From an optimization exercise on the open Yosys and OpenROAD flow, aimed at small area and a short achievable clock period; shortcuts taken in it are not production practice. No functional check of the RTL was part of any run shown here. Power figures rest on the tool's default switching activity, not on a simulated workload.

## design/flow/config.mk

```make
export PLATFORM = sky130hd
export DESIGN_NAME = lab4_2
export DESIGN_NICKNAME = lab4_2
export VERILOG_FILES = /design/flow/design.v
export SDC_FILE = /design/flow/constraint.sdc
export NUM_CORES = 4
export LEC_CHECK = 0
export CAP_MARGIN = 20
export CORE_MARGIN = 2
export CORE_UTILIZATION = 35
export CTS_BUF_LIST = sky130_fd_sc_hd__clkbuf_8
export PLACE_DENSITY = 0.45
export SLEW_MARGIN = 20
```

## design/flow/constraint.sdc

```tcl
create_clock -name core_clock -period 36.0 [get_ports {CLK}]
set_input_delay 7.2000 -clock core_clock [delete_from_list [all_inputs] [get_ports {CLK}]]
set_output_delay 7.2000 -clock core_clock [all_outputs]
set_load 0.01 [all_outputs]
```

## design/flow/design.v

```verilog
`timescale 1ns / 1ps
module lab4_2(
  input [1:0] mode,
  input [2:0] n_gasoline_pumps,
  input [2:0] n_diesel_pumps,
  input [3:0] fuel_amount,
  input fuel_type,
  input CLK,
  input rst,
  output [0:5] pump_status,
  output is_gasoline_queue_not_full,
  output is_diesel_queue_not_full,
  output [3:0] n_cars_in_gasoline_queue,
  output [3:0] n_cars_in_diesel_queue,
  output [7:0] total_gasoline_needed,
  output [7:0] total_diesel_needed,
  output reg invalid_gasoline_car,
  output reg invalid_diesel_car,
  output reg invalid_setup_params
);
reg [2:0] gc;
reg [5:0] am;
reg [23:0] r;      
reg [31:0] gq;     
reg [31:0] dq;
reg [3:0] ncg, ncd;
reg [7:0] tg, td;
wire setup  = mode[1];
wire addcmd = ~mode[1] & mode[0];
wire fa_ok  = ~fuel_amount[3] | (fuel_amount[2:0] == 3'd0);
wire add_g  = addcmd & ~fuel_type & fa_ok & ~ncg[3];
wire add_d  = addcmd &  fuel_type & fa_ok & ~ncd[3];
wire flag   = am[0];
reg [3:0] enc;
always @* begin
  case (fuel_amount)
    4'd0: enc = 4'b0000;
    4'd1: enc = 4'b1000;
    4'd2: enc = 4'b1100;
    4'd3: enc = 4'b0110;
    4'd4: enc = 4'b1011;
    4'd5: enc = 4'b0101;
    4'd6: enc = 4'b1010;
    4'd7: enc = 4'b1101;
    4'd8: enc = 4'b1110;
    default: enc = 4'bxxxx;
  endcase
end
wire [3:0] eg = add_g ? enc : 4'd0;
wire [3:0] ed = add_d ? enc : 4'd0;
wire [23:0] r_keep;
wire [5:0]  newg, newd;
wire [31:0] gq_nx, dq_nx;
wire [3:0]  ncg0, ncg1, ncd0, ncd1;
wire [6:0]  tg0, td0;
lab4_2_core core (
  .gc(gc), .am(am), .r(r), .gq(gq), .dq(dq), .ncg(ncg), .ncd(ncd), .tg(tg[6:0]), .td(td[6:0]),
  .r_keep(r_keep), .newg(newg), .newd(newd),
  .setup(setup), .eg(eg), .ed(ed), .gq_nx(gq_nx), .dq_nx(dq_nx),
  .ncg0(ncg0), .ncg1(ncg1), .ncd0(ncd0), .ncd1(ncd1),
  .tg0(tg0), .td0(td0));
genvar gp;
generate
  for (gp = 0; gp < 6; gp = gp + 1) begin : g_ps
    assign pump_status[gp] = am[gp] & ~r[4*gp+3] & ~r[4*gp+2];
  end
endgenerate
assign is_gasoline_queue_not_full = ~ncg[3];
assign is_diesel_queue_not_full   = ~ncd[3];
assign n_cars_in_gasoline_queue   = ncg;
assign n_cars_in_diesel_queue     = ncd;
assign total_gasoline_needed      = tg;
assign total_diesel_needed        = td;
wire [3:0] lo_g = {1'b0, tg0[2:0]} + {1'b0, fuel_amount[2:0]};
wire [3:0] lo_d = {1'b0, td0[2:0]} + {1'b0, fuel_amount[2:0]};
wire [6:0] tga = fuel_amount[3] ? tg0 + 7'd8 : {tg0[6:3] + lo_g[3], lo_g[2:0]};
wire [6:0] tda = fuel_amount[3] ? td0 + 7'd8 : {td0[6:3] + lo_d[3], lo_d[2:0]};
wire [2:0] sum3 = n_gasoline_pumps + n_diesel_pumps;
wire [3:0] sum4 = {1'b0, n_gasoline_pumps} + {1'b0, n_diesel_pumps};
wire valid = (sum3 != 3'd0) && (sum3 != 3'd7);
wire g_on  = valid && (n_gasoline_pumps != 3'd0);
wire d_on  = valid && (n_diesel_pumps != 3'd0);
integer i;
always @(posedge CLK) begin
  if (rst) begin
    gc <= 3'd0;
    am <= 6'd0;
    ncg <= 4'hf;
    ncd <= 4'hf;
    tg <= 8'hff;
    td <= 8'hff;
    invalid_gasoline_car <= 1'b0;
    invalid_diesel_car <= 1'b0;
    invalid_setup_params <= 1'b0;
  end else if (setup) begin
    gc <= ~valid ? 3'd0 : (n_gasoline_pumps == 3'd7) ? 3'd6 : n_gasoline_pumps;
    for (i = 0; i < 6; i = i + 1)
      am[i] <= valid && (sum4 > i);
    ncg <= g_on ? 4'd0 : 4'hf;
    ncd <= d_on ? 4'd0 : 4'hf;
    tg <= g_on ? 8'd0 : 8'hff;
    td <= d_on ? 8'd0 : 8'hff;
    invalid_gasoline_car <= 1'b0;
    invalid_diesel_car <= 1'b0;
    invalid_setup_params <= ~valid;
  end else begin
    ncg <= add_g ? ncg1 : ncg0;
    ncd <= add_d ? ncd1 : ncd0;
    tg[6:0] <= add_g ? tga : tg0;
    td[6:0] <= add_d ? tda : td0;
    invalid_gasoline_car <= flag & addcmd & ~fuel_type & (~fa_ok | ncg[3]);
    invalid_diesel_car   <= flag & addcmd &  fuel_type & (~fa_ok | ncd[3]);
  end
end
always @(posedge CLK) begin
  for (i = 0; i < 6; i = i + 1)
    r[4*i +: 4] <= (setup ? 4'd0 : r_keep[4*i +: 4]) |
                   (newg[i] ? eg : 4'd0) | (newd[i] ? ed : 4'd0);
  gq <= gq_nx;
  dq <= dq_nx;
end
endmodule
module lab4_2_core(
  input  [2:0]  gc,
  input  [5:0]  am,
  input  [23:0] r,
  input  [31:0] gq, dq,
  input  [3:0]  ncg, ncd,
  input  [6:0]  tg, td,
  output reg [23:0] r_keep,      
  output reg [5:0]  newg, newd,  
  input         setup,           
  input  [3:0]  eg, ed,          
  output reg [31:0] gq_nx, dq_nx,  
  output [3:0]  ncg0, ncg1, ncd0, ncd1,  
  output [6:0]  tg0, td0         
);
wire [5:0] gm = {gc[2] & gc[1], gc[2] & (gc[1] | gc[0]), gc[2], gc[2] | (gc[1] & gc[0]), gc[2] | gc[1], |gc};
wire [5:0] dm = am & ~gm;
reg  [5:0] free;
reg  [6:0] ohg, ohd;
reg  [5:0] tkg [0:5];      
reg  [5:0] tkd [0:5];
reg  [7:0] eqg, eqd;       
reg  [2:0] pfg, pfd;       
integer a, b, k, q, c;
always @* begin
  for (a = 0; a < 6; a = a + 1)
    free[a] = ~(r[4*a+3] | r[4*a+2]);
  ohg = 7'd1;
  ohd = 7'd1;
  for (a = 0; a < 6; a = a + 1) begin
    tkg[a] = (gm[a] & free[a]) ? ohg[5:0] : 6'd0;
    tkd[a] = (dm[a] & free[a]) ? ohd[5:0] : 6'd0;
    if (gm[a] & free[a]) ohg = {ohg[5:0], 1'b0};
    if (dm[a] & free[a]) ohd = {ohd[5:0], 1'b0};
  end
  pfg = 3'd0;
  pfd = 3'd0;
  for (a = 0; a < 7; a = a + 1) begin
    if (ohg[a]) pfg = pfg | a;
    if (ohd[a]) pfd = pfd | a;
  end
  for (a = 0; a < 8; a = a + 1) begin
    eqg[a] = (ncg == a);
    eqd[a] = (ncd == a);
  end
end
wire [3:0] ncg_sub = ncg - {1'b0, pfg};
wire [3:0] ncd_sub = ncd - {1'b0, pfd};
wire neg_g = ncg_sub[3] & ~ncg[3];
wire neg_d = ncd_sub[3] & ~ncd[3];
assign ncg0 = neg_g ? 4'd0 : ncg_sub;
assign ncd0 = neg_d ? 4'd0 : ncd_sub;
assign ncg1 = neg_g ? 4'd0 : ncg_sub + 4'd1;
assign ncd1 = neg_d ? 4'd0 : ncd_sub + 4'd1;
wire [7:0] insg, insd;
genvar gb;
generate
  for (gb = 0; gb < 8; gb = gb + 1) begin : g_ins
    assign insg[gb] = ~neg_g & (ncg_sub[2:0] == gb);
    assign insd[gb] = ~neg_d & (ncd_sub[2:0] == gb);
  end
endgenerate
always @* begin
  for (b = 0; b < 6; b = b + 1) begin
    r_keep[4*b +: 4] = {r[4*b +: 3], (~r[4*b] & r[4*b+1] & r[4*b+3]) | (r[4*b] & ~r[4*b+1] & ~r[4*b+3])};
    newg[b] = 1'b0;
    newd[b] = 1'b0;
    for (k = 0; k <= b; k = k + 1) begin
      if (tkg[b][k]) r_keep[4*b +: 4] = r_keep[4*b +: 4] | gq[4*k +: 4];
      if (tkd[b][k]) r_keep[4*b +: 4] = r_keep[4*b +: 4] | dq[4*k +: 4];
      newg[b] = newg[b] | (tkg[b][k] & eqg[k]);
      newd[b] = newd[b] | (tkd[b][k] & eqd[k]);
    end
  end
end
always @* begin
  for (q = 0; q < 8; q = q + 1) begin
    gq_nx[4*q +: 4] = insg[q] ? eg : 4'd0;
    dq_nx[4*q +: 4] = insd[q] ? ed : 4'd0;
    for (c = 0; c <= 6; c = c + 1) begin
      if (q + c <= 7) begin
        if (ohg[c] & ~setup) gq_nx[4*q +: 4] = gq_nx[4*q +: 4] | gq[4*(q+c) +: 4];
        if (ohd[c] & ~setup) dq_nx[4*q +: 4] = dq_nx[4*q +: 4] | dq[4*(q+c) +: 4];
      end
    end
  end
end
wire [5:0] bg = gm & ~free;
wire [5:0] bd = dm & ~free;
wire [2:0] nbg = bg[0] + bg[1] + bg[2] + bg[3] + bg[4] + bg[5];
wire [2:0] nbd = bd[0] + bd[1] + bd[2] + bd[3] + bd[4] + bd[5];
assign tg0 = tg + {4'b1111, ~nbg} + 7'd1;
assign td0 = td + {4'b1111, ~nbd} + 7'd1;
endmodule
```

## design/flow/flow/run.sh

```bash
#!/bin/bash
# Own layout flow: the standard layout (standard.sh) with these changes:
#  1. synthesis keeps lab4_2_core (pure combinational logic) apart from the
#     top module, so the command inputs only pass through the top's final
#     logic, and maps the logic with an area-minded ABC script (flow/abc.script)
#     and without the full-adder extraction (flow/synth.tcl); the registers
#     are the same as the standard synthesis's, all in the top module;
#  2. ports get sky130_fd_sc_hd__buf_1 buffers (the resizer sizes them up
#     where timing needs it);
#  3. ORFS's timing repair aims for a setup slack margin (flow/margin.txt),
#     so the gates get sized for a short period.
# Each tool's output goes to a log file of its own in this folder.
set -euo pipefail
W=$PWD
MARGIN=$(cat "$W/flow/margin.txt")
make -C "$FLOW_HOME" DESIGN_CONFIG="$W/config.mk" WORK_HOME="$W/orfs" CLKGATE_MAP_FILE= \
  SYNTH_SCRIPT="$W/flow/synth.tcl" MY_ABC_SCRIPT="$W/flow/abc.script" ADDER_MAP_FILE= \
  SYNTH_HIERARCHICAL=1 SYNTH_MINIMUM_KEEP_SIZE=0 \
  synth > "$W/synth.log" 2>&1
BUFFER_PORTS_ARGS="-buffer_cell sky130_fd_sc_hd__buf_1" SETUP_SLACK_MARGIN=$MARGIN \
  bash "$W/standard.sh" > "$W/layout.log" 2>&1
```

## design/flow/flow/abc.script

```
strash
&get -n
&st
&dch -x
&nf -R 200
&st
&dch -x
&nf -R 200
&st
&dch -x
&nf -R 200
&put
```

## design/flow/flow/margin.txt

```
27.4
```

## design/flow/flow/synth.tcl

```tcl
# The standard synthesis (synth_recipe.tcl: ORFS synth.tcl without Yosys's fsm
# and share passes, then flatten and rename), except that ABC maps the logic
# with the script named by MY_ABC_SCRIPT (flow/abc.script) instead of ORFS's
# speed script with its 36 ps delay target.  Registers are untouched by ABC.
proc synth {args} { yosys synth -nofsm -noshare {*}$args }
proc abc {args} {
  set keep {}
  set skip 0
  foreach a $args {
    if { $skip } { set skip 0; continue }
    if { $a in {-script -constr -D} } { set skip 1; continue }
    lappend keep $a
  }
  if { [info exists ::env(MY_ABC_SCRIPT)] } { lappend keep -script $::env(MY_ABC_SCRIPT) }
  puts "abc (custom) $keep"
  yosys abc {*}$keep
}
source $::env(SCRIPTS_DIR)/synth.tcl
# left out here: clear keep_hierarchy, flatten, clean up, hide names made inside functions, write 1_2_yosys.v
```

## design/flow/standard.sh

```bash
#!/bin/bash
# synth_recipe.tcl (not shown) runs the flow's synth.tcl, then flattens the netlist and writes it again
# the make line also repeats each setting of config.mk as NAME=value (left out here)
make -C /OpenROAD-flow-scripts/flow DESIGN_CONFIG=/design/flow/config.mk WORK_HOME=/design/flow/orfs CLKGATE_MAP_FILE= SYNTH_SCRIPT=/design/flow/synth_recipe.tcl "${@:-finish}"
```

==> results.json, run 1 <==
{
  "synth-main-ff-cell": "dfxtp_1",
  "max_freq_mhz": 116,
  "finalMaxSlewViolations": 0,
  "placed_cell_area_sq_um": 8910,
  "synth_area_sq_um": 8130,
  "setup-tns-final_ns": 0,
  "whs_path_depth": 2,
  "use_met2_pct": 42.4,
  "portBuffers": 49,
  "layout_min_cycle_time_ns": 8.66,
  "ys_seq_area_share_pct": 30.5,
  "cts_tree": "built",
  "area_growth_pct": 22.4,
  "cts_root_buffer": "clkbuf_8",
  "insertion_delay_ns": 0.46,
  "rows": 55,
  "antenna_left": 0,
  "antenna_found_initial": 0,
  "fp.dieH_um": 156,
  "viasPerCell": 6.47,
  "coreArea_sq_um": 22700,
  "ys_warn_count": 10,
  "setup_ws_ns": 27.34,
  "crit_chain": "buf_12 > or3_4 > nand2_2 > nand2_2 > or3b_4 > buf_12 > nor3_4 > buf_6 > buf_12 > a22oi_2 > o21ai_1",
  "max_stage_delay_ns": 0.42,
  "h-tree-depth": 4,
  "grt_pass1_wl_um": 51900,
  "remaining_drc_errors": 0,
  "grt.busiest_layer": "met2",
  "irDropWorstVdd_mv": 0.0252,
  "power_density_nw_per_um2": 46.5,
  "synth-edff-count": 0,
  "use_met1_pct": 38.5,
  "ioPinCount": 50,
  "avgSynthCellArea_sq_um": 7.75,
  "final_common_cell": "nand2_1",
  "slowest_stage": "or3b_4",
  "critical_path_required_ns": 36.39,
  "gp_congestion": 0.927,
  "nNetsFinal": 1172,
  "relSlewSlack_pct": 26.3,
  "crit_path_frequent_cell": "buf_12",
  "routedWlPerCell_um": 23.4,
  "skew_ns": 0.0118,
  "status": "complete, no violations",
  "fin_area_sq_um": 9940,
  "hold_class": "reg -> reg",
  "post-route-util_pct": 43.8,
  "async_flop_share_pct": 0,
  "rsz0062_at_grt": "true",
  "hold_viol_final": 0,
  "setup_violations": 0,
  "clk_pin_slew_ns": 0.09,
  "synthDistinctLibCells": 43,
  "ys_ff_latch": 124,
  "setup.worst_path.start": "fuel_amount[0]",
  "synth_cells": 1048,
  "pre_cts_ws_ns": 26.53,
  "grt_max_degree": 37,
  "reg2reg_from": "gc[2]",
  "die_x_um": 156,
  "num_vias": 9421,
  "finalCritPeriodShare_pct": 24.0,
  "grtUsageTotal_pct": 27.6,
  "cp.arrival_ns": 9.05,
  "first_pass_iters": 7,
  "path_class": "in -> reg",
  "layout_common_cells": "nand2_1, dfxtp_1, nor2_1, a22oi_1, a222oi_1",
  "antennaDiodeCount": 0,
  "r2r_cells": 19,
  "n_fill_cell": 2347,
  "place_hpwl_um": 24500,
  "dieArea_sq_um": 24500,
  "crit_fanout": 8,
  "power_w": 0.000462,
  "cp-start-kind": "input port",
  "tightest_slew_ns": 1.10,
  "cap_violations": 0,
  "p_leak_nw": 3.55,
  "cts_buffers": 17,
  "hold_buffers": 0,
  "grt_pass1_vias": 8630,
  "cp-end-kind": "flip-flop",
  "drive_gt1_share_pct": 11.0,
  "clock_path_buffers": 2,
  "use_met3_pct": 5.07,
  "drt-initial-drc-count": 1280,
  "start_util_pct": 35.8,
  "grt_overflow": 0,
  "drt_wl_total_um": 34000,
  "synth_fp_nets": 1063,
  "cts_sinks": 124,
  "hold_path.startpoint": "td[7]"
}
cell type report:
class | instances | area, sq um | area share, %
multi-input cells | 883 | 5800 | 58.3
flip-flops and latches | 124 | 2490 | 25.0
repair buffers | 90 | 699 | 7.03
well taps | 285 | 357 | 3.59
clock buffers | 18 | 248 | 2.49
clock inverters | 14 | 199 | 2.00
inverters | 41 | 154 | 1.55
per-module statistics from Yosys (local to each module, per instance):
| module | flip-flops and latches | cells |
|---|---|---|
| lab4_2_core | 0 | 687 |
| lab4_2 | 124 | 361 |
routing by layer:
metal	share of wire (%)	wire length, um	vias to the layer above
li1	-	-	4390
met1	45	15300	4442
met2	44	14800	504
met3	8.2	2770	85
met4	3.3	1110	0
met5	0	0	-
report_power, final:
part	switching (W)	internal, W	leakage, nW
logic	0.000105	0.0000480	2.32
clock network	0.0000743	0.0000737	0.228
registers	0.0000157	0.000146	1.01
logic make-up (layout without fill, tap and decap cells):
logic type                 Yosys count  in the layout  synth area share (%)
adders and majority gates            4              4                 0.493
AOI/OAI and AO/OA                  369            369                  35.2
and+or+nand+nor                    455            455                  25.9
xor gates and xnor gates            51             51                  5.50
buffers and inverters               41            163                  1.89
muxes                                4              4                 0.493
DFF                                124            124                  30.5
timing repair:
action                                  4_1_cts  5_1_grt
gates resized for setup                      29       43
endpoints found under the setup margin      119       75
pin swaps                                    10       19
gates cloned                                  0        1
setup buffers                                11       14
state kept, by name, indices dropped and copies added (netlist names):
register              flops
ncg                       4
gq                       32
invalid_setup_params      1
gc                        3
dq                       32
invalid_diesel_car        1
am                        6
td                        8
tg                        8
invalid_gasoline_car      1
r                        24
ncd                       4
synthesized netlist by cell type (all sizes together), types with 4 or more instances:
| master | n | area (sq um) |
|---|---|---|
| a22o | 22 | 193 |
| a31oi | 4 | 25.0 |
| dfxtp | 124 | 2480 |
| nand4 | 15 | 93.8 |
| nand3 | 47 | 235 |
| nor2 | 123 | 462 |
| a221o | 42 | 420 |
| clkinv | 41 | 154 |
| o21ba | 4 | 40.0 |
| nor3b | 10 | 75.1 |
| or3 | 9 | 56.3 |
| mux2i | 4 | 40.0 |
| and3 | 6 | 37.5 |
| o31ai | 7 | 52.6 |
| a21oi | 33 | 165 |
| maj3 | 4 | 40.0 |
| xnor2 | 34 | 298 |
| nor4 | 4 | 25.0 |
| xor2 | 17 | 149 |
| a22oi | 82 | 616 |
| o21ai | 67 | 335 |
| a222oi | 69 | 691 |
| nand2b | 13 | 81.3 |
| a221oi | 24 | 210 |
| nor4b | 4 | 35.0 |
| and2 | 14 | 87.6 |
| nor3 | 39 | 195 |
| nor2b | 5 | 31.3 |
| or2 | 6 | 37.5 |
| nand2 | 150 | 563 |
through the flow:
stage,hold WS [ns],cells
after floorplan,0.457,1048
final,0.455,1455
after global placement,0.444,1396
after global routing,0.500,1455
after detailed placement,0.445,1397
after CTS,0.459,1440
path summary, 6_finish.rpt:
check / to / slack (ns)
max: r[20] / 27.34
min: td[7] / 0.45
max reg2reg: ncd[3] / 29.67
min reg2reg: td[7] / 0.45
worst max-delay path, delay by kind of cell:
family / cells / cell delay (ns)
and+or+nand+nor: 5 / 1.16
AOI/OAI and AO/OA: 2 / 0.15
buffers and inverters: 4 / 0.53
==> inputs of run 2 (changes only) <==
==> design/flow/flow/margin.txt (replaced) <==
27.3
==> run 2 against run 1 <==
Compared with the run above: maximum frequency fell by 0.18%; worst hold slack improved by 0.0044 ns; final cell count down 0.34%; combinational power about the same; critical path type unchanged; critical endpoint is now r[0].
==> results.json, run 2 <==
{
  "grt_overflow": 0,
  "ys_warn_count": 10,
  "antenna_left": 0,
  "reg_top3": "dq: 32 flops, gq: 32 flops, r: 24 flops",
  "clk_pin_slew_ns": 0.10,
  "placed_cell_area_sq_um": 8900,
  "ys_seq_area_share_pct": 30.5,
  "synth_top_area_share_pct": 30.5,
  "pre_cts_ws_ns": 26.46,
  "gp_congestion": 0.915,
  "area_growth_pct": 18.8,
  "critical_path_required_ns": 36.38,
  "hold_viol_final": 0,
  "die_x_um": 156,
  "grtUsageTotal_pct": 27.9,
  "ys_ff_latch": 124,
  "ys_top_cells_by_area": "dfxtp_1, a222oi_1, a22oi_1, nand2_1, nor2_1",
  "routedWlPerCell_um": 23.4,
  "num_vias": 9319,
  "place_hpwl_um": 24500,
  "path_class": "in -> reg",
  "post-synth-top-count-cell": "nand2_1",
  "wl_met1_um": 15600,
  "viasPerCell": 6.43,
  "fin_area_sq_um": 9650,
  "skew_ns": 0.0209,
  "async_flop_share_pct": 0,
  "synth_area_sq_um": 8130,
  "fp.dieH_um": 156,
  "crit_fanout": 7,
  "rsz0062_at_grt": "false",
  "met3_length_um": 2610,
  "relSlewSlack_pct": 21.1,
  "grt_max_degree": 71,
  "final_common_cell": "nand2_1",
  "drive_gt1_share_pct": 8.58,
  "cts_root_buffer": "clkbuf_8",
  "cp-start-kind": "input port",
  "clock_path_buffers": 2,
  "finalMaxSlewViolations": 0,
  "yosys-top-cells-count": "nand2_1, dfxtp_1, nor2_1",
  "grt_pass1_vias": 8578,
  "setup-tns-final_ns": 0,
  "synth-main-ff-cell": "dfxtp_1",
  "h-tree-depth": 4,
  "finalCritPeriodShare_pct": 24.1,
  "first_pass_iters": 7,
  "setup_violations": 0,
  "irDropWorstVdd_mv": 0.0319,
  "rows": 55,
  "layout_min_cycle_time_ns": 8.67,
  "cts_sinks": 124,
  "p_leak_nw": 3.39,
  "portBuffers": 49,
  "synth-edff-count": 0,
  "top_layer": "met4",
  "synth_fp_nets": 1063,
  "cts_buffers": 17,
  "reg2reg_from": "gc[2]",
  "cap_violations": 0,
  "drt-initial-drc-count": 1203,
  "setup.worst_path.start": "fuel_amount[1]",
  "max_freq_mhz": 115,
  "start_util_pct": 35.8,
  "avgSynthCellArea_sq_um": 7.75,
  "hold_class": "reg -> reg",
  "cp-end-kind": "flip-flop",
  "dieArea_sq_um": 24500,
  "status": "complete, no violations",
  "hold_path.startpoint": "tg[7]",
  "tightest_slew_ns": 1.17,
  "layout_common_cells": "nand2_1, dfxtp_1, nor2_1, a22oi_1, a222oi_1",
  "synthDistinctLibCells": 43,
  "drt_wl_total_um": 34000,
  "power_density_nw_per_um2": 45.4,
  "setup_ws_ns": 27.33,
  "coreArea_sq_um": 22700,
  "antenna_found_initial": 0,
  "insertion_delay_ns": 0.46,
  "cts_tree": "built",
  "antennaDiodeCount": 0,
  "yosysTopAreaCell": "dfxtp_1",
  "ioPinCount": 50,
  "nNetsFinal": 1167,
  "cp.arrival_ns": 9.05,
  "wl_met2_um": 14900,
  "grt_pass1_wl_um": 52500,
  "synth_cells": 1048,
  "remaining_drc_errors": 0
}
## run 2: logic make-up after synthesis
family | synth area share [%]
buffers and inverters | 1.89
adders and majority gates | 0.493
xor gates and xnor gates | 5.50
DFF | 30.5
muxes | 0.493
AOI/OAI and AO/OA | 35.2
and+or+nand+nor | 25.9
## run 2: path summary, 6_finish.rpt
path                                to  slack [ns]  cells after the start
worst min register to register   tg[7]        0.46                      2
worst max-delay path              r[0]       27.33                     11
worst max register to register  ncd[3]       29.55                     19
worst min-delay path             tg[7]        0.46                      2
## run 2: modules after synthesis (local to each module, per instance)
module	cells	flops+latches	copies in the design
lab4_2	361	124	1
lab4_2_core	687	0	1
## run 2: what timing repair did
| action | in CTS | in global routing |
|---|---|---|
| hold buffers | 0 | 0 |
| setup endpoints to repair | 114 | 45 |
| pin swaps | 9 | 7 |
| gates cloned | 1 | 0 |
| buffers inserted | 10 | 10 |
| resized for setup | 21 | 11 |
## run 2: final cells by class
class                   instances  area, sq um
fillers                      2368        13100
flip-flops and latches        124         2480
clock inverters                15          138
well taps                     285          357
repair buffers                 85          593
clock buffers                  17          234
multi-input cells             883         5690
inverters                      41          154
## run 2: metal layers
metal,GRT usage [%],vias up
met1,40.0,4433
met2,42.6,455
met4,9.04,0
met5,0,-
li1,-,4371
met3,4.40,60
## run 2: power breakdown
group,leakage [nW],switching [W],internal [W]
registers,1.01,0.0000160,0.000146
logic,2.20,0.000105,0.0000458
clock network,0.183,0.0000701,0.0000555
## run 2: critical path: stages
cell and delay [ns]:
buf_4 0.14, or3_4 0.41, nand2_2 0.07, nand2_2 0.06, or3b_4 0.43, buf_6 0.15
nor3_4 0.12, buf_6 0.16, buf_12 0.13, a22oi_1 0.07, o21ai_0 0.10
## run 2: metrics by stage
stage | utilization, % | power [W] | hold slack (ns) | instances
final | 42.5 | 0.000438 | 0.459 | 1450
after global routing | 42.5 | 0.000463 | 0.497 | 1450
after CTS | 41.9 | 0.000436 | 0.463 | 1440
after detailed placement | 39.2 | 0.000310 | 0.449 | 1397
after global placement | 39.2 | 0.000311 | 0.444 | 1397
after floorplan | - | 0.000258 | 0.457 | 1048
==> inputs of run 3 (changes only) <==
--- a/design/flow/design.v
+++ b/design/flow/design.v
@@ -24,7 +24,7 @@
 reg [31:0] gq;     
 reg [31:0] dq;
 reg [3:0] ncg, ncd;
-reg [7:0] tg, td;
+reg [6:0] tg, td;
 wire setup  = mode[1];
 wire addcmd = ~mode[1] & mode[0];
 wire fa_ok  = ~fuel_amount[3] | (fuel_amount[2:0] == 3'd0);
@@ -46,31 +46,29 @@
     default: enc = 4'bxxxx;
   endcase
 end
-wire [3:0] eg = add_g ? enc : 4'd0;
-wire [3:0] ed = add_d ? enc : 4'd0;
+wire [3:0] eg, ed, egp, edp;
+lab4_2_amount amt_q (.add_g(add_g), .add_d(add_d), .enc(enc), .eg(eg), .ed(ed));
+lab4_2_amount amt_p (.add_g(add_g), .add_d(add_d), .enc(enc), .eg(egp), .ed(edp));
 wire [23:0] r_keep;
 wire [5:0]  newg, newd;
 wire [31:0] gq_nx, dq_nx;
 wire [3:0]  ncg0, ncg1, ncd0, ncd1;
 wire [6:0]  tg0, td0;
 lab4_2_core core (
-  .gc(gc), .am(am), .r(r), .gq(gq), .dq(dq), .ncg(ncg), .ncd(ncd), .tg(tg[6:0]), .td(td[6:0]),
+  .gc(gc), .am(am), .r(r), .gq(gq), .dq(dq), .ncg(ncg), .ncd(ncd), .tg(tg), .td(td),
+  .pump_status(pump_status),
   .r_keep(r_keep), .newg(newg), .newd(newd),
   .setup(setup), .eg(eg), .ed(ed), .gq_nx(gq_nx), .dq_nx(dq_nx),
   .ncg0(ncg0), .ncg1(ncg1), .ncd0(ncd0), .ncd1(ncd1),
   .tg0(tg0), .td0(td0));
-genvar gp;
-generate
-  for (gp = 0; gp < 6; gp = gp + 1) begin : g_ps
-    assign pump_status[gp] = am[gp] & ~r[4*gp+3] & ~r[4*gp+2];
-  end
-endgenerate
+wire nog = ncg[3] & ncg[2];      
+wire nod = ncd[3] & ncd[2];
 assign is_gasoline_queue_not_full = ~ncg[3];
 assign is_diesel_queue_not_full   = ~ncd[3];
 assign n_cars_in_gasoline_queue   = ncg;
 assign n_cars_in_diesel_queue     = ncd;
-assign total_gasoline_needed      = tg;
-assign total_diesel_needed        = td;
+assign total_gasoline_needed      = {nog, tg | {7{nog}}};
+assign total_diesel_needed        = {nod, td | {7{nod}}};
 wire [3:0] lo_g = {1'b0, tg0[2:0]} + {1'b0, fuel_amount[2:0]};
 wire [3:0] lo_d = {1'b0, td0[2:0]} + {1'b0, fuel_amount[2:0]};
 wire [6:0] tga = fuel_amount[3] ? tg0 + 7'd8 : {tg0[6:3] + lo_g[3], lo_g[2:0]};
@@ -87,8 +85,8 @@
     am <= 6'd0;
     ncg <= 4'hf;
     ncd <= 4'hf;
-    tg <= 8'hff;
-    td <= 8'hff;
+    tg <= 7'd0;
+    td <= 7'd0;
     invalid_gasoline_car <= 1'b0;
     invalid_diesel_car <= 1'b0;
     invalid_setup_params <= 1'b0;
@@ -98,16 +96,16 @@
       am[i] <= valid && (sum4 > i);
     ncg <= g_on ? 4'd0 : 4'hf;
     ncd <= d_on ? 4'd0 : 4'hf;
-    tg <= g_on ? 8'd0 : 8'hff;
-    td <= d_on ? 8'd0 : 8'hff;
+    tg <= 7'd0;
+    td <= 7'd0;
     invalid_gasoline_car <= 1'b0;
     invalid_diesel_car <= 1'b0;
     invalid_setup_params <= ~valid;
   end else begin
     ncg <= add_g ? ncg1 : ncg0;
     ncd <= add_d ? ncd1 : ncd0;
-    tg[6:0] <= add_g ? tga : tg0;
-    td[6:0] <= add_d ? tda : td0;
+    tg <= add_g ? tga : tg0;
+    td <= add_d ? tda : td0;
     invalid_gasoline_car <= flag & addcmd & ~fuel_type & (~fa_ok | ncg[3]);
     invalid_diesel_car   <= flag & addcmd &  fuel_type & (~fa_ok | ncd[3]);
   end
@@ -115,7 +113,7 @@
 always @(posedge CLK) begin
   for (i = 0; i < 6; i = i + 1)
     r[4*i +: 4] <= (setup ? 4'd0 : r_keep[4*i +: 4]) |
-                   (newg[i] ? eg : 4'd0) | (newd[i] ? ed : 4'd0);
+                   (newg[i] ? egp : 4'd0) | (newd[i] ? edp : 4'd0);
   gq <= gq_nx;
   dq <= dq_nx;
 end
@@ -127,6 +125,7 @@
   input  [31:0] gq, dq,
   input  [3:0]  ncg, ncd,
   input  [6:0]  tg, td,
+  output [0:5]  pump_status,
   output reg [23:0] r_keep,      
   output reg [5:0]  newg, newd,  
   input         setup,           
@@ -144,6 +143,12 @@
 reg  [7:0] eqg, eqd;       
 reg  [2:0] pfg, pfd;       
 integer a, b, k, q, c;
+genvar gi;
+generate
+  for (gi = 0; gi < 6; gi = gi + 1) begin : g_ps
+    assign pump_status[gi] = am[gi] & free[gi];
+  end
+endgenerate
 always @* begin
   for (a = 0; a < 6; a = a + 1)
     free[a] = ~(r[4*a+3] | r[4*a+2]);
@@ -214,3 +219,11 @@
 assign tg0 = tg + {4'b1111, ~nbg} + 7'd1;
 assign td0 = td + {4'b1111, ~nbd} + 7'd1;
 endmodule
+module lab4_2_amount(
+  input        add_g, add_d,
+  input  [3:0] enc,
+  output [3:0] eg, ed
+);
+assign eg = add_g ? enc : 4'd0;
+assign ed = add_d ? enc : 4'd0;
+endmodule
--- a/design/flow/flow/run.sh
+++ b/design/flow/flow/run.sh
@@ -1,6 +1,6 @@
 #!/bin/bash
 # Own layout flow: the standard layout (standard.sh) with these changes:
-#  1. synthesis keeps lab4_2_core (pure combinational logic) apart from the
+#  1. synthesis keeps lab4_2_core and lab4_2_amount (combinational logic) apart from the
 #     top module, so the command inputs only pass through the top's final
 #     logic, and maps the logic with an area-minded ABC script (flow/abc.script)
 #     and without the full-adder extraction (flow/synth.tcl); the registers
==> run 3 against run 2 <==
Compared with the run above: still clean on timing, DRC and antenna; combinational power fell by 3%; synthesized area rose by 0.66%; sequential share of layout area rose by 0.10 points; global-route usage fell by 0.28 points; final cell count rose by 1.2%; critical path type is now reg -> out; largest cell class unchanged; largest power group unchanged; highest routed layer unchanged.
==> results.json, run 3 <==
{
  "synth_area_sq_um": 8180,
  "synth_cells": 1056,
  "avgSynthCellArea_sq_um": 7.75,
  "yosysTopAreaCell": "dfxtp_1",
  "drt_wl_total_um": 34200,
  "final_common_cell": "nand2_1",
  "grt_pass1_vias": 8750,
  "p_comb_share_pct": 34.3,
  "synth_fp_nets": 1071,
  "nNetsFinal": 1160,
  "n_fill_cell": 2435,
  "cap_violations": 0,
  "rrSetupSlack_ns": 29.60,
  "coreArea_sq_um": 22800,
  "irDropWorstVdd_mv": 0.0229,
  "cts_sinks": 122,
  "hold_viol_final": 0,
  "portBuffers": 49,
  "place_hpwl_um": 24800,
  "rsz0062_at_grt": "false",
  "cp-start-kind": "flip-flop",
  "relSlewSlack_pct": 21.3,
  "wl_met2_um": 14900,
  "grtUsageTotal_pct": 27.6,
  "grt_pass1_wl_um": 52200,
  "hold_class": "reg -> reg",
  "skew_ns": 0.0127,
  "synth_top_area_share_pct": 29.9,
  "crit_fanout": 6,
  "layout_min_cycle_time_ns": 8.61,
  "synthDistinctLibCells": 43,
  "power_w": 0.000423,
  "viasPerCell": 6.43,
  "area_growth_pct": 15.8,
  "path_class": "reg -> out",
  "ys_top_cells_by_area": "dfxtp_1, a222oi_1, nand2_1, a221o_1, nor2_1",
  "ys_ff_latch": 122,
  "cp-end-kind": "primary output",
  "remaining_drc_errors": 0,
  "tightest_slew_ns": 1.17,
  "drive_gt1_share_pct": 7.36,
  "clk_pin_slew_ns": 0.08,
  "first_pass_iters": 9,
  "grt_overflow": 0,
  "cts_root_buffer": "clkbuf_8",
  "die_x_um": 157,
  "synth-edff-count": 0,
  "critical_path_required_ns": 28.80,
  "num_vias": 9436,
  "post-synth-top-count-cell": "nand2_1",
  "synth-main-ff-cell": "dfxtp_1",
  "finalMaxSlewViolations": 0,
  "grt_max_degree": 35,
  "sequentialPowerShare_pct": 36.7,
  "fp.dieH_um": 157,
  "cp.arrival_ns": 1.41,
  "insertion_delay_ns": 0.47,
  "rows": 55,
  "intPower_w": 0.000244,
  "p_clk_share_pct": 29.0,
  "cts_buffers": 17,
  "dp.cells": 1433,
  "p_leak_nw": 3.40,
  "power_density_nw_per_um2": 44.6,
  "placed_cell_area_sq_um": 8920,
  "ys_warn_count": 10,
  "async_flop_share_pct": 0,
  "layout_common_cells": "nand2_1, nor2_1, dfxtp_1, a222oi_1, and2_0",
  "yosys-top-cells-count": "nand2_1, nor2_1, dfxtp_1",
  "power.switching_w": 0.000179,
  "setup_violations": 0,
  "drt-initial-drc-count": 1354,
  "switching_share_pct": 42.3,
  "top_layer": "met4",
  "dieArea_sq_um": 24600,
  "start_util_pct": 35.9,
  "max_freq_mhz": 116,
  "routedWlPerCell_um": 23.3,
  "finalCritPeriodShare_pct": 23.9,
  "cts_tree": "built",
  "status": "complete, no violations",
  "setup-tns-final_ns": 0,
  "fin_cells": 1468,
  "h-tree-depth": 4,
  "clock_path_buffers": 2,
  "post-route-util_pct": 41.6,
  "hold_buffers": 0,
  "wl_met1_um": 15700,
  "ys_seq_area_share_pct": 29.9,
  "met3_length_um": 2840,
  "antenna_found_initial": 0,
  "reg_top3": "dq: 32 flops, gq: 32 flops, r: 24 flops",
  "antennaDiodeCount": 0,
  "gp_congestion": 0.916,
  "fin_area_sq_um": 9470,
  "antenna_left": 0,
  "ioPinCount": 50
}
==> run 3: area by class of cell <==
type / instances / area, sq um / share of cell area [%]
sequential: 122 / 2450 / 25.8
tap: 313 / 392 / 4.13
multi-input combinational: 913 / 5790 / 61.1
inverter: 19 / 88.8 / 0.938
clock buffer: 22 / 303 / 3.20
timing repair buffer: 72 / 383 / 4.04
clock inverter: 7 / 68.8 / 0.726
==> run 3: logic make-up after synthesis <==
logic type,count (synthesis),share of synthesized area (%)
compound gates,345,34.0
xor+xnor,43,4.60
fa+ha+maj,4,0.489
buf+inv,21,1.06
flops,122,29.9
mux,1,0.122
simple gates,520,29.9
==> run 3: per-stage QoR <==
step           setup slack [ns]  hold WS, ns
4_1_cts                   27.31        0.462
3_3_place_gp              26.13        0.442
5_1_grt                   27.30        0.493
2_1_floorplan             27.10        0.424
3_5_place_dp              26.09        0.448
6_report                  27.39        0.457
==> run 3: timing repair <==
item | CTS | global route
gates resized for setup | 16 | 27
pin swaps | 2 | 3
setup buffers | 5 | 1
endpoints found under the hold margin | 0 | 0
endpoints found under the setup margin | 125 | 88
==> run 3: metal layers <==
| metal | up-vias | global-route usage [%] |
|---|---|---|
| li1 | 4373 | - |
| met1 | 4502 | 40.4 |
| met2 | 491 | 40.7 |
| met3 | 70 | 5.26 |
| met4 | 0 | 8.43 |
| met5 | - | 0 |
==> run 3: worst max-delay path, cell delays in order, from the launching register on <==
cell     delay [ns]
dfxtp_1        0.39
nor2_4         0.19
and2_0         0.21
buf_1          0.17
==> run 3: worst paths after layout <==
| kind | startpoint | end | cells past startpoint |
|---|---|---|---|
| min reg2reg | am[3] | am[3] | 2 |
| max reg2reg | gc[2] | ncg[3] | 22 |
| min | am[3] | am[3] | 2 |
| max | r[2] | pump_status[0] | 3 |
==> run 3: power groups by stage <==
stage	registers [W]	clock network (W)	logic, W
2_1_floorplan	0.000154	0	0.0000911
3_3_place_gp	0.000157	0	0.000143
3_5_place_dp	0.000157	0	0.000141
4_1_cts	0.000155	0.000126	0.000143
5_1_grt	0.000156	0.000130	0.000160
6_report	0.000155	0.000122	0.000145
==> run 3: modules after synthesis, one instance, submodules excluded <==
| module | cell area (sq um) | flops+latches | copies in the design |
|---|---|---|---|
| lab4_2_amount | 50.0 | 0 | 2 |
| lab4_2 | 3790 | 122 | 1 |
| lab4_2_core | 4290 | 0 | 1 |
==> inputs of run 4 (changes only) <==
==> design/flow/flow/margin.txt (replaced) <==
27.45
==> run 4 against run 3 <==
Compared with the run above: still clean; synthesized cell count unchanged; synthesized area unchanged; power increased by 2.4%; via count decreased by 0.23%; combinational power is 3% higher; sequential power about the same; final area rose by 2.9%; non-clock buffer count rose by 14; setup slack better by 0.12 ns; sequential cell count did not move.
==> results.json, run 4 <==
{
  "synth_top_area_share_pct": 29.9,
  "skew_ns": 0.0143,
  "irDropWorstVdd_mv": 0.0319,
  "antenna_found_initial": 0,
  "rsz0062_at_grt": "true",
  "multiInputGateArea_sq_um": 5870,
  "coreArea_sq_um": 22800,
  "synth-edff-count": 0,
  "nNetsFinal": 1174,
  "setup.worst_path.start": "fuel_amount[2]",
  "area_growth_pct": 19.1,
  "holdWs_ns": 0.460,
  "layout_min_cycle_time_ns": 8.48,
  "critical_path_required_ns": 36.36,
  "setup-tns-final_ns": 0,
  "drt-initial-drc-count": 1404,
  "reg_top3": "dq: 32 flops, gq: 32 flops, r: 24 flops",
  "cap_violations": 0,
  "first_pass_iters": 12,
  "cts_buffers": 17,
  "gp_congestion": 0.929,
  "post-synth-top-count-cell": "nand2_1",
  "ys_warn_count": 10,
  "post-route-util_pct": 42.8,
  "n_fill_cell": 2358,
  "status": "complete, no violations",
  "synth_area_sq_um": 8180,
  "layout_common_cells": "nand2_1, nor2_1, dfxtp_1, a222oi_1, a22oi_1",
  "antenna_left": 0,
  "ioPinCount": 50,
  "grt_pass1_wl_um": 51600,
  "avgSynthCellArea_sq_um": 7.75,
  "tightest_slew_ns": 1.08,
  "clock_path_buffers": 2,
  "synth-main-ff-cell": "dfxtp_1",
  "dieArea_sq_um": 24600,
  "power_density_nw_per_um2": 44.4,
  "insertion_delay_ns": 0.45,
  "cts_root_buffer": "clkbuf_8",
  "reg2reg_from": "gc[2]",
  "max_freq_mhz": 118,
  "synth_fp_nets": 1071,
  "drt_wl_total_um": 34100,
  "grt_pass1_vias": 8665,
  "relSlewSlack_pct": 27.1,
  "synthDistinctLibCells": 43,
  "crit_fanout": 12,
  "setup_violations": 0,
  "start_util_pct": 35.9,
  "p_leak_nw": 3.55,
  "antennaDiodeCount": 0,
  "hold_viol_final": 0,
  "use_met3_pct": 5.95,
  "cp-start-kind": "input port",
  "use_met1_pct": 39.4,
  "cts_sinks": 122,
  "synth_cells": 1056,
  "cp-end-kind": "flip-flop",
  "ys_top_cells_by_area": "dfxtp_1, a222oi_1, nand2_1, a221o_1, nor2_1",
  "finalMaxSlewViolations": 0,
  "hold_path.startpoint": "invalid_setup_params",
  "routedWlPerCell_um": 22.9,
  "rows": 55,
  "yosysTopAreaCell": "dfxtp_1",
  "cts_tree": "built",
  "viasPerCell": 6.34,
  "num_vias": 9414,
  "clk_pin_slew_ns": 0.09,
  "hold_class": "reg -> reg",
  "yosys-top-cells-count": "nand2_1, nor2_1, dfxtp_1",
  "finalCritPeriodShare_pct": 23.6,
  "remaining_drc_errors": 0,
  "grt.busiest_layer": "met2",
  "final_common_cell": "nand2_1",
  "grt_max_degree": 35,
  "portBuffers": 49,
  "async_flop_share_pct": 0,
  "die_x_um": 157,
  "fp.dieH_um": 157,
  "path_class": "in -> reg",
  "ys_seq_area_share_pct": 29.9,
  "use_met2_pct": 40.8,
  "h-tree-depth": 4,
  "drive_gt1_share_pct": 11.7,
  "ys_ff_latch": 122,
  "area.sequential_sq_um": 2460,
  "place_hpwl_um": 24800,
  "grtUsageTotal_pct": 27.5,
  "hold_buffers": 0,
  "grt_overflow": 0,
  "cp.arrival_ns": 8.84
}
## run 4: worst max-delay path, cell delays in order
cell and delay (ns):
buf_2 0.17, o31a_1 0.32, nor2_2 0.15, nand4_1 0.21, a21oi_2 0.22, and3_4 0.21
and2_4 0.14, a21oi_1 0.06, o21a_1 0.15
## run 4: final timing paths
path	to	slack (ns)	depth (start not counted)
setup / recovery	td[6]	27.52	9
hold / removal	invalid_setup_params	0.46	2
setup reg to reg	ncg[3]	29.59	22
hold reg to reg	invalid_setup_params	0.46	2
## run 4: area by class of cell
type                    instances  area share [%]
well taps                     313            4.02
flip-flops and latches        122            25.3
clock buffers                  18            2.54
repair buffers                 86            5.41
clock inverters                14            1.51
inverters                      19            1.01
multi-input cells             913            60.2
## run 4: kinds of logic after synthesis
family	after synthesis	synth area share, %
and+or+nand+nor	520	29.9
buffers and inverters	21	1.06
AOI/OAI and AO/OA	345	34.0
adders and majority gates	4	0.489
muxes	1	0.122
xor gates and xnor gates	43	4.60
DFF	122	29.9
## run 4: per-module statistics from Yosys (local to each module, per instance)
module         area [sq um]  copies in the design  cells inside
lab4_2                 3790                     1           345
lab4_2_core            4290                     1           695
lab4_2_amount          50.0                     2             8
## run 4: through the flow
stage / power [W] / std cells / area, sq um / worst slack [ns]
finish: 0.000433 / 1485 / 9750 / 27.52
floorplan: 0.000246 / 1056 / 8290 / 27.12
CTS: 0.000432 / 1477 / 9600 / 27.46
detailed placement: 0.000299 / 1431 / 8970 / 26.28
global placement: 0.000301 / 1429 / 8950 / 26.34
global route: 0.000456 / 1485 / 9750 / 27.42
## run 4: timing repair
action | 4_1_cts | 5_1_grt
resized for setup | 40 | 32
pin swaps | 5 | 12
buffers inserted | 14 | 8
setup endpoints to repair | 130 | 48
## run 4: layer usage
layer	vias up	part of all wire (%)
met5	-	0
met4	0	2.3
met3	62	7.5
met2	438	44
met1	4519	47
li1	4395	-
## run 4: power breakdown
| part | switching (W) | total [W] | internal [W] |
|---|---|---|---|
| combinational | 0.000105 | 0.000149 | 0.0000435 |
| clock | 0.0000652 | 0.000129 | 0.0000635 |
| sequential | 0.0000140 | 0.000155 | 0.000141 |

[separate check: timing with driven ports]
In the flow no input, the clock included, has a driving cell. The finished layouts below were timed again as built, in two steps. Step 1 sets driving cells, clkbuf_16 on the clock port and buf_2 on the other inputs (assumed; they add their load-dependent delay and slew). Step 2 also shifts input and output timing later by t, the mid clock arrival at the registers, as if the neighbouring blocks saw the same clock. Slacks: no drivers / after step 1 / after step 2; pairs: no drivers / after step 1.
run	t, ns	setup WS [ns]	slew at the worst register clock pin (ns)	worst data-port slew with drivers (ns)
run 1	0.503	27.343 / 27.341 / 26.838	0.10 / 0.10	0.06
run 2	0.492	27.328 / 27.347 / 26.855	0.10 / 0.10	0.07
run 3	0.503	27.392 / 27.349 / 26.911	0.08 / 0.08	0.03
run 4	0.492	27.515 / 27.491 / 27.047	0.09 / 0.09	0.04
After both steps every run listed still meets setup and hold. The setup slack of run 1, which loses most, moves by -0.002 ns with the drivers and by -0.505 ns with both steps.
